From an optimization exercise on the open Yosys and OpenROAD flow, aimed at small area and a short achievable clock period; shortcuts taken in it are not production practice. The RTL was checked by simulation tests, not by an equivalence proof against the original design.

==> maple: inputs <==
// lms_adapt_filt_4tap
module lms_adapt_filt_4tap (clk,rst,xin,din,errr,filt_out);
    input signed [7:0] xin;
    input signed [9:0] din;
    input clk,rst;
    output signed [9:0] filt_out;
    output signed [9:0] errr;
    reg [7:0] x0, x1, x2, x3, x4;
    reg [9:0] y;
    reg [7:0] hb0, hb1, hb2, hb3;    
    reg [5:0] q0, q1, q2, q3;        
    assign filt_out = y;
    lms_esub se (din, y, errr);
    wire [9:0] errn;
    lms_nsub sn (din, y, errn);
    wire n1 = x0[1] & ~x0[0];
    wire n2 = x0[2] ^ x0[1];
    wire n3 = (x0[3] & ~x0[2] & ~x0[1]) | (~x0[3] & x0[2] & x0[1]);
    wire n4 = x0[4] ^ x0[3];
    wire n5 = (x0[5] & ~x0[4] & ~x0[3]) | (~x0[5] & x0[4] & x0[3]);
    wire n6 = x0[6] ^ x0[5];
    wire n7 = (x0[7] & ~x0[6] & ~x0[5]) | (~x0[7] & x0[6] & x0[5]);
    wire n8 = x1[1] & ~x1[0];
    wire n9 = x1[2] ^ x1[1];
    wire n10 = (x1[3] & ~x1[2] & ~x1[1]) | (~x1[3] & x1[2] & x1[1]);
    wire n11 = x1[4] ^ x1[3];
  ...
Settings: LEC_CHECK=0, CAP_MARGIN=20, CORE_MARGIN=2, CORE_UTILIZATION=40, SETUP_SLACK_MARGIN=5, SLEW_MARGIN=20, SYNTH_HIERARCHICAL=1; clock period 12.0 ns.
standard.sh (not shown) runs the stock make flow with config.mk's settings and CLKGATE_MAP_FILE= SYNTH_SCRIPT=/design/flow/synth_recipe.tcl, a recipe that flattens the netlist after the stock synthesis.
==> flow/flow/run.sh <==
#!/bin/bash
# The standard layout, with buf_1 cells as the port buffers (the timing
# repair upsizes the ones on critical paths).
set -euo pipefail
bash standard.sh "BUFFER_PORTS_ARGS=-buffer_cell sky130_fd_sc_hd__buf_1" finish > standard.log 2>&1
==> sierra (differences from maple) <==
==> flow/flow/run.sh (replaced) <==
#!/bin/bash
# The standard layout, with buf_1 cells as the port buffers (the timing
# repair upsizes the ones on critical paths) and the repair aiming 5.8 ns
# below the clock period.
set -euo pipefail
bash standard.sh SETUP_SLACK_MARGIN=5.8 "BUFFER_PORTS_ARGS=-buffer_cell sky130_fd_sc_hd__buf_1" finish > standard.log 2>&1
SETUP_SLACK_MARGIN = unset   (was 5)
==> key figures <==
Status
  • Status: no timing/DRC/antenna violations

CTS
  • Setup Fix Bufs, Post-CTS: 32

Layout
  • Final std cells w/o fill: 1,895
  • #MultiIn Comb: 1,127
  • Non-clock buffer count: 104

STA
  • Max-slew headroom: 40.43%
  • Skew final: around 0.017 ns
  • Final setup margin: 5.556 ns

Detailed routing
  • 1st-iter DRT viols: 700
  • Wirelength, routed: around 36 mm

Setup path
  • CP Cell Sequence: inv_1 > fa_1 > xor2_1 > a22o_1 > a22o_1 > a311o_1 > a22o_1 > xor2_2 > inv_2 > o22ai_2 > xor2_1 > fa_2 > fa_2 > fa_1 > fa_1 > fa_1 > ha_2 > ha_4 > xor2_2 > o21ai_1 > a32oi_1 > xor2_1

Place
  • Placed insts: 1,833
# the run above: sierra

==> key figures <==
Detailed routing
  • Wirelength, routed: 34.12 mm
  • 1st-iter DRT viols: 761

Layout
  • Non-clock buffer count: 64
  • #MultiIn Comb: 1,126
  • Final std cells w/o fill: 1,854

CTS
  • Setup Fix Bufs, Post-CTS: 0

STA
  • Max-slew headroom: between 20% and 30%
  • Skew final: 0.009911 ns

Setup path
  • CP Cell Sequence: inv_1 > fa_1 > xor2_1 > a22o_1 > a22o_1 > a311o_1 > a22o_1 > xor2_1 > inv_1 > o22ai_1 > xor2_1 > fa_1 > fa_1 > fa_1 > fa_1 > fa_1 > ha_1 > ha_1 > xor2_2 > o21ai_0 > a32oi_1 > xor2_1

Status
  • Status: no timing/DRC/antenna violations

Place
  • Placed insts: approximately 1,800
# the run above: maple


==> 06-12 <==
lms_adapt_filt_4tap, a different RTL version from the one above (not shown whole).
Settings: LEC_CHECK=0, CAP_MARGIN=20, CORE_MARGIN=2, CORE_UTILIZATION=40, SLEW_MARGIN=20, SYNTH_HIERARCHICAL=1; clock period 12.0 ns.
==> flow/flow/run.sh <==
#!/bin/bash
# The standard layout, with buf_1 cells as the port buffers (the timing
# repair upsizes the ones on critical paths) and the repair aiming 5.4 ns
# below the clock period.
set -euo pipefail
bash standard.sh SETUP_SLACK_MARGIN=5.4 "BUFFER_PORTS_ARGS=-buffer_cell sky130_fd_sc_hd__buf_1" finish > standard.log 2>&1
==> 10-06: changes against 06-12 <==
--- a/flow/config.mk
+++ b/flow/config.mk
@@ -7,6 +7,6 @@
 export LEC_CHECK = 0
 export CAP_MARGIN = 20
 export CORE_MARGIN = 2
-export CORE_UTILIZATION = 40
+export CORE_UTILIZATION = 70
 export SLEW_MARGIN = 20
 export SYNTH_HIERARCHICAL = 1
==> notes <==
- Against 06-12, the clock skew of 10-06 is lower by 0.0035 ns.
- 06-12 ran to the end with no violations. 10-06 produced a clean layout.
- Die area: 06-12 is higher than 10-06 (73%).
- Utilization: 06-12 is lower than 10-06 (32 points).
- Between 06-12 and 10-06, the lower non-clock buffer count is in 10-06 (gap 7).
- Against 06-12, the worst setup slack of 10-06 is lower by 0.011 ns.

==> inputs of 07-23 <==
RTL: one of the versions met above, not the one the previous note started from.
clock: 12.0 ns
lec_check: 0
cap_margin: 20
core_margin: 2
core_utilization: 40
setup_slack_margin: 5
slew_margin: 20
synth_hierarchical: 1
run.sh (not shown) runs the stock make flow with config.mk's settings and CLKGATE_MAP_FILE= SYNTH_SCRIPT=/design/flow/synth_recipe.tcl, a recipe that flattens the netlist after the stock synthesis.
Stock flow here: none of the scripts above is used.
==> inputs of 05-19, as changes to 07-23 <==
==> flow/flow/run.sh (new file) <==
#!/bin/bash
# The standard layout, with buf_1 cells as the port buffers (the timing
# repair upsizes the ones on critical paths).
set -euo pipefail
bash standard.sh "BUFFER_PORTS_ARGS=-buffer_cell sky130_fd_sc_hd__buf_1" finish > standard.log 2>&1
==> flow/standard.sh (new file) <==
#!/bin/bash
# synth_recipe.tcl (not shown) runs the flow's synth.tcl, then flattens the netlist and writes it again
# the make line also repeats each setting of config.mk as NAME=value (left out here)
make -C /OpenROAD-flow-scripts/flow DESIGN_CONFIG=/design/flow/config.mk WORK_HOME=/design/flow/orfs CLKGATE_MAP_FILE= SYNTH_SCRIPT=/design/flow/synth_recipe.tcl "${@:-finish}"
CTS_BUF_LIST = sky130_fd_sc_hd__clkbuf_8   (was not set)
removed: flow/run.sh
==> comparison table <==
Run status: 07-23 finished clean; 05-19 finished clean
Fraction of standard cell area that is sequential: 07-23 17.8%; 05-19 18.5%
Wl on met1: 07-23 15400 microns; 05-19 15400 microns
DP HPWL: 07-23 25800 microns; 05-19 26000 microns
Crit path arrival time: 07-23 4390 ps; 05-19 6990 ps
Final Net Count: 07-23 1627; 05-19 1618
Global-route met2 utilization: 07-23 35.9%; 05-19 35.3%
Number of stages on the worst setup path: 07-23 8; 05-19 22
Fraction of layout cells with a size suffix above 1: 07-23 7.53%; 05-19 5.52%
Source of the worst register-to-register timing path: 07-23 hb2[1]; 05-19 q0[3]
Detail-routed via count per cell: 07-23 5.47; 05-19 5.46
Slowest library cell on the worst path: 07-23 clkdlybuf4s50_1; 05-19 fa_1
Wire length of the first global-routing pass: 07-23 55600 microns; 05-19 54700 microns
Most frequent cell on the critical path: 07-23 clkdlybuf4s50_1; 05-19 fa_1
Worst setup endpoint: 07-23 errr[5]; 05-19 y[9]
Required time of the critical path: 07-23 9600 ps; 05-19 12330 ps
Worst slack at placement: 07-23 4710 ps; 05-19 5100 ps
Slew at the pin with the worst max-slew slack: 07-23 1050 ps; 05-19 1070 ps

==> job 3220 <==
lms_adapt_filt_4tap with an RTL version that a note above also has.
// lms_adapt_filt_4tap
module lms_adapt_filt_4tap (clk,rst,xin,din,errr,filt_out);
clock: 12.0 ns
lec_check: 0
cap_margin: 20
core_margin: 2
core_utilization: 40
setup_slack_margin: 5
slew_margin: 20
synth_hierarchical: 1
standard.sh (not shown) runs the stock make flow with config.mk's settings and CLKGATE_MAP_FILE= SYNTH_SCRIPT=/design/flow/synth_recipe.tcl, a recipe that flattens the netlist after the stock synthesis.
==> flow/flow/run.sh <==
#!/bin/bash
# The standard layout, with buf_1 cells as the port buffers (the timing
# repair upsizes the ones on critical paths).
set -euo pipefail
bash standard.sh "BUFFER_PORTS_ARGS=-buffer_cell sky130_fd_sc_hd__buf_1" finish > standard.log 2>&1
==> inputs of job 7604, as changes to job 3220 <==
==> flow/flow/run.sh (replaced) <==
#!/bin/bash
# The standard layout, with buf_1 cells as the port buffers (the timing
# repair upsizes the ones on critical paths) and the repair aiming 5.7 ns
# below the clock period.
set -euo pipefail
bash standard.sh SETUP_SLACK_MARGIN=5.7 "BUFFER_PORTS_ARGS=-buffer_cell sky130_fd_sc_hd__buf_1" finish > standard.log 2>&1
SETUP_SLACK_MARGIN = not set   (was 5)
==> run summary <==
Against job 7604, the final area of job 3220 is lower by 4.8%.
Count of clock-buffer cells in the layout is the same in job 3220 and job 7604.
Against job 3220, the core utilization of job 7604 is higher by 2.2 points.
Of job 3220 and job 7604, job 7604 has the higher maximum frequency (gap 3.7%, measured against job 7604).
Worst hold slack: job 7604 is better than job 3220 (0.0087 ns).
Non-clock buffer count: job 7604 is higher than job 3220 (20).
In synthesized cell count, job 3220 and job 7604 do not differ.
==> figures <==
                                                                                   job 3220                  job 7604
Clock slew seen by the registers of the worst setup and hold paths                  0.08 ns                   0.07 ns
Plain + repair buffers                                                                   65                        85
Fraction of final layout cells with drive strength greater than 1                     3.81%                     12.4%
Met3 routed wirelength                                                              1.47 mm                   1.64 mm
Final instance area                                                              13800 um^2                14500 um^2
Crit. Startpoint                                                           hb1[2]$_DFF_PP0_                    din[1]
Setup Buffers After CTS                                                                   0                         1
Sum of buffers and inverters on the critical path                                         1                         2
Worst setup path category                                            flip-flop to flip-flop  input pin to output port
Sequential share of cell area                                                         19.3%                     18.4%
Clk tree area frac                                                                    2.16%                     1.97%
Met1 usage in global routing                                                          27.9%                     28.0%
CP Max Fanout                                                                             4                         3
Critical path data arrival time                                                     6.73 ns                   3.81 ns
Run status                                                          complete, no violations   complete, no violations
Highest cell delay on the worst timing path                                         0.61 ns                   0.26 ns
Global placer's final weighted congestion                                             0.892                     0.872

[static timing again, ports no longer ideal]
The flow's constraints put no driver on any port. The routed layouts listed below were extracted and timed again, unchanged, in two steps. Step 1: set_driving_cell puts a clkbuf_16 on clk and a buf_2 on each other input, an assumption about the parent block. Step 2 adds t to the input delays and takes it off the output delays; t is the mean of the earliest and latest rising clock arrival at the registers after step 1. Input paths then give back, and output paths get back, about the clock's delay inside the block. Slacks: no drivers / after step 1 / after step 2; pairs: no drivers / after step 1.
| run | shift t [ns] | setup WS [ns] | hold slack, ns | worst setup path after step 2 |
|---|---|---|---|---|
| maple | 0.411 | 5.341 / 5.341 / 5.030 | 0.458 / 0.458 / 0.458 | input to register |
| sierra | 0.418 | 5.556 / 5.556 / 5.192 | 0.462 / 0.462 / 0.462 | input to register |
| 06-12 | 0.408 | 5.651 / 5.628 / 5.419 | 0.422 / 0.422 / 0.422 | input to register |
| 10-06 | 0.406 | 5.640 / 5.640 / 5.341 | 0.425 / 0.425 / 0.425 | input to register |
| 07-23 | 0.417 | 5.211 / 5.180 / 4.902 | 0.472 / 0.472 / 0.472 | input to register |
| 05-19 | 0.449 | 5.337 / 5.337 / 5.038 | 0.470 / 0.470 / 0.470 | input to register |
| job 3220 | 0.407 | 5.553 / 5.553 / 5.428 | 0.421 / 0.421 / 0.421 | input to register |
| job 7604 | 0.401 | 5.794 / 5.770 / 5.501 | 0.430 / 0.430 / 0.430 | input to register |
After both steps every run listed still meets setup and hold. For sierra, which loses most, drivers alone change the setup slack by 0.000 ns; drivers and shift together by -0.364 ns.
